Source: an optimization exercise on an open RTL-to-GDS flow (aim: small area and a short achievable clock period). Production flows keep margins and buffers that such runs may drop. In this exercise RTL edits were held to simulation tests only and were not proved equivalent to the original.

job 101:
Design conv1d, start of the top module:
module conv1d (
    input clk,
    input rst_n,
    input w_valid,
    input [47:0] w_in,
    input [15:0] x,
    input [15:0] b,
    output [31:0] y
);
==> flow/config.mk <==
export PLATFORM = sky130hd
export DESIGN_NAME = conv1d
export DESIGN_NICKNAME = conv1d
export VERILOG_FILES = /design/flow/design.v
export SDC_FILE = /design/flow/constraint.sdc
export NUM_CORES = 4
export LEC_CHECK = 0
export CAP_MARGIN = 70
export CORE_MARGIN = 2
export CORE_UTILIZATION = 72
export CTS_BUF_LIST = sky130_fd_sc_hd__clkbuf_4 sky130_fd_sc_hd__clkbuf_8
export PLACE_DENSITY = 0.8
export SETUP_SLACK_MARGIN = 5
export SLEW_MARGIN = 70
export SYNTH_HIERARCHICAL = 1
export SYNTH_MINIMUM_KEEP_SIZE = 0
==> flow/constraint.sdc <==
create_clock -name core_clock -period 10.0 [get_ports {clk}]
set_input_delay 2.0000 -clock core_clock [delete_from_list [all_inputs] [get_ports {clk}]]
set_output_delay 2.0000 -clock core_clock [all_outputs]
set_load 0.01 [all_outputs]
standard.sh (not shown) runs the stock make flow with config.mk's settings and CLKGATE_MAP_FILE= SYNTH_SCRIPT=/design/flow/synth_recipe.tcl, a recipe that flattens the netlist after the stock synthesis.
==> flow/flow/run.sh <==
#!/bin/bash
# The standard layout (the standard.sh, unchanged), with plain buf_1
# cells as the port buffers instead of the delay buffers that ORFS's
# buffer_ports picks by default.  standard.sh's full output goes to
# standard.log; ORFS writes each step's log under orfs/logs/.
export BUFFER_PORTS_ARGS="-buffer_cell sky130_fd_sc_hd__buf_1"
bash standard.sh > standard.log 2>&1
Job 101 finished all stages; the layout is clean.
diff inputs: job 101 => job 102
--- a/flow/config.mk
+++ b/flow/config.mk
@@ -9,5 +9,5 @@
 export CORE_MARGIN = 2
-export CORE_UTILIZATION = 72
+export CORE_UTILIZATION = 65
 export CTS_BUF_LIST = sky130_fd_sc_hd__clkbuf_4 sky130_fd_sc_hd__clkbuf_8
-export PLACE_DENSITY = 0.8
+export PLACE_DENSITY = 0.75
 export SETUP_SLACK_MARGIN = 5
Notes after the runs:
- Re area after synthesis: no difference whatsoever between job 101 and job 102.
- Number of pins with negative max-slew slack in the final report came out exactly the same in job 102 and job 101.
- Relative to job 101, the wire length of the first global-routing pass of job 102 is lower by 750 um.
Edits applied to the flow inputs when going from job 102 to job 103:
--- a/flow/config.mk
+++ b/flow/config.mk
@@ -10,3 +10,2 @@
 export CORE_UTILIZATION = 65
-export CTS_BUF_LIST = sky130_fd_sc_hd__clkbuf_4 sky130_fd_sc_hd__clkbuf_8
 export PLACE_DENSITY = 0.75
Findings:
Clock-buffer cell count came out lower on job 103 than on job 102. On global-route usage, job 102 tracks job 103 almost exactly. Changes observed in job 103 relative to job 102: filler-free cell count of the finished design shrank by about 1.5%, final area neither gained nor lost much, non-clock buffer total of the final layout saw a decrease, final critical-path setup slack moved down. Comparing job 102 with job 103, the routed wire length came out essentially unchanged.

========
== job 2350 ==
Another version of the RTL of conv1d (not shown whole).
For scale: roughly 2400 cells after synthesis, roughly 470 flip-flops.
Settings: LEC_CHECK=0, CAP_MARGIN=75, CORE_MARGIN=2, CORE_UTILIZATION=65, PLACE_DENSITY=0.75, SETUP_SLACK_MARGIN=5, SLEW_MARGIN=75, SYNTH_HIERARCHICAL=1, SYNTH_MINIMUM_KEEP_SIZE=0; clock period 10.0 ns.
Scripts as last shown in full above: flow/flow/run.sh
Job 2350 completed; timing, DRC and antenna clean
Input changes introduced in job 1538 (baseline for comparison: job 2350):
Settings: CTS_CLUSTER_DIAMETER now 100, previously not set; CTS_CLUSTER_SIZE now 30, previously not set.
Notes after the runs:
Between job 1538 and job 2350, the sequential standard cell area figures differ only marginally.
There was hardly any difference in logic depth of the worst setup path including buffers between job 2350 and job 1538.
Length of routed met3 wiring was higher in job 2350 than in job 1538.
Job 2350 → job 1538: synthesis-to-layout area growth lower; sequential share of layout area went up 1.1 points.
[compare] base=job 2350 new=job 1538: worst-case setup margin in the final layout now sits higher; slack of the worst reg-to-reg path fell by 0.02 ns; clock tree buffer count of the final layout saw a decrease.

========
## pepper
conv1d, a different RTL version from the one above (not shown whole).
Size: ~2500 cells after synthesis, ~250 flip-flops, about 120 I/O pins, roughly 27000 um^2 of cells after synthesis.
==> flow/config.mk <==
export PLATFORM = sky130hd
export DESIGN_NAME = conv1d
export DESIGN_NICKNAME = conv1d
export VERILOG_FILES = /design/flow/design.v
export SDC_FILE = /design/flow/constraint.sdc
export NUM_CORES = 4
export LEC_CHECK = 0
export CAP_MARGIN = 20
export CORE_MARGIN = 2
export CORE_UTILIZATION = 40
export SETUP_SLACK_MARGIN = 5
export SLEW_MARGIN = 20
export SYNTH_HIERARCHICAL = 1
export SYNTH_MINIMUM_KEEP_SIZE = 0
==> flow/constraint.sdc <==
create_clock -name core_clock -period 10.0 [get_ports {clk}]
set_input_delay 2.0000 -clock core_clock [delete_from_list [all_inputs] [get_ports {clk}]]
set_output_delay 2.0000 -clock core_clock [all_outputs]
set_load 0.01 [all_outputs]
==> flow/flow/run.sh <==
#!/bin/bash
# Standard layout, with plain buf_1 cells as the port buffers instead of
# the delay buffers that buffer_ports picks by default.
cp standard.sh standard_sh_copy.log
export BUFFER_PORTS_ARGS="-buffer_cell sky130_fd_sc_hd__buf_1"
bash standard.sh > standard.log 2>&1
Here is what was changed in the inputs of indigo compared with pepper.
# pepper
export LEC_CHECK = 0
export CAP_MARGIN = 20
export CORE_MARGIN = 2
export CORE_UTILIZATION = 40
export SETUP_SLACK_MARGIN = 5
export SLEW_MARGIN = 20
export SYNTH_HIERARCHICAL = 1
export SYNTH_MINIMUM_KEEP_SIZE = 0
create_clock -name core_clock -period 10.0 [get_ports {clk}]
# indigo
export LEC_CHECK = 0
export CAP_MARGIN = 20
export CORE_MARGIN = 2
export CORE_UTILIZATION = 65
export PLACE_DENSITY = 0.75
export SETUP_SLACK_MARGIN = 5
export SLEW_MARGIN = 20
export SYNTH_HIERARCHICAL = 1
export SYNTH_MINIMUM_KEEP_SIZE = 0
create_clock -name core_clock -period 10.0 [get_ports {clk}]
==> flow/run.sh (new file) <==
#!/bin/bash
# synth_recipe.tcl (not shown) runs the flow's synth.tcl, then flattens the netlist and writes it again
# the make line also repeats each setting of config.mk as NAME=value (left out here)
make -C /OpenROAD-flow-scripts/flow DESIGN_CONFIG=/design/flow/config.mk WORK_HOME=/design/flow/orfs CLKGATE_MAP_FILE= SYNTH_SCRIPT=/design/flow/synth_recipe.tcl finish
removed: flow/flow/run.sh
removed: flow/standard.sh
Findings:
Looking only at count of buffer and inverter cells on the critical path, and setting everything else aside, the higher value of indigo and pepper goes to pepper. Going from pepper to indigo, wire length grew by a few percent. Looking only at relative area change from synthesis to final layout, and setting everything else aside, the lower value of indigo and pepper goes to pepper.
### indigo -> cedar
# indigo
export LEC_CHECK = 0
export CAP_MARGIN = 20
export CORE_MARGIN = 2
export CORE_UTILIZATION = 65
export PLACE_DENSITY = 0.75
export SETUP_SLACK_MARGIN = 5
export SLEW_MARGIN = 20
export SYNTH_HIERARCHICAL = 1
export SYNTH_MINIMUM_KEEP_SIZE = 0
create_clock -name core_clock -period 10.0 [get_ports {clk}]
# cedar
export LEC_CHECK = 0
export CAP_MARGIN = 20
export CORE_MARGIN = 2
export CORE_UTILIZATION = 40
export SETUP_SLACK_MARGIN = 5
export SLEW_MARGIN = 20
export SYNTH_HIERARCHICAL = 1
export SYNTH_MINIMUM_KEEP_SIZE = 0
create_clock -name core_clock -period 10.0 [get_ports {clk}]
[summary]
- cedar completed end to end with timing, DRC and antenna clean.
- From indigo to cedar the numbers moved as follows: number of vias after detailed routing shrank by 7.4%; number of cells on the worst reg-to-reg path has increased; average via count per standard cell moved down; global-route usage went down by 13 points.

[static timing again, ports no longer ideal]
Ports are ideal in the flow. The routed layouts listed here were re-timed in OpenROAD. Step 1, drivers: a clkbuf_16 drives clk and a buf_2 each remaining input, both assumed. Step 2 times the ports against the registers' clock, not the clock port: input delays grow and output delays shrink by t, the midpoint of the rising clock arrivals with the driver on. Slacks: ideal / step 1 / step 2; pairs: ideal / step 1.
run | t (ns) | setup WS [ns] | worst setup path at the end
job 101 | 0.716 | 5.792 / 5.792 / 5.334 | input to register
job 102 | 0.699 | 5.827 / 5.827 / 5.332 | input to register
job 103 | 0.647 | 5.819 / 5.819 / 5.348 | input to register
job 2350 | 0.639 | 6.136 / 6.154 / 5.515 | input to register
job 1538 | 0.625 | 6.141 / 6.166 / 5.541 | input to register
pepper | 0.651 | 5.040 / 5.040 / 5.040 | register to register
indigo | 0.637 | 4.955 / 4.955 / 4.955 | register to register
cedar | 0.637 | 5.056 / 5.056 / 5.056 | register to register
After both steps every run listed still meets setup and hold. The setup slack of job 2350, which loses most, moves by +0.018 ns with the drivers and by -0.621 ns with both steps.
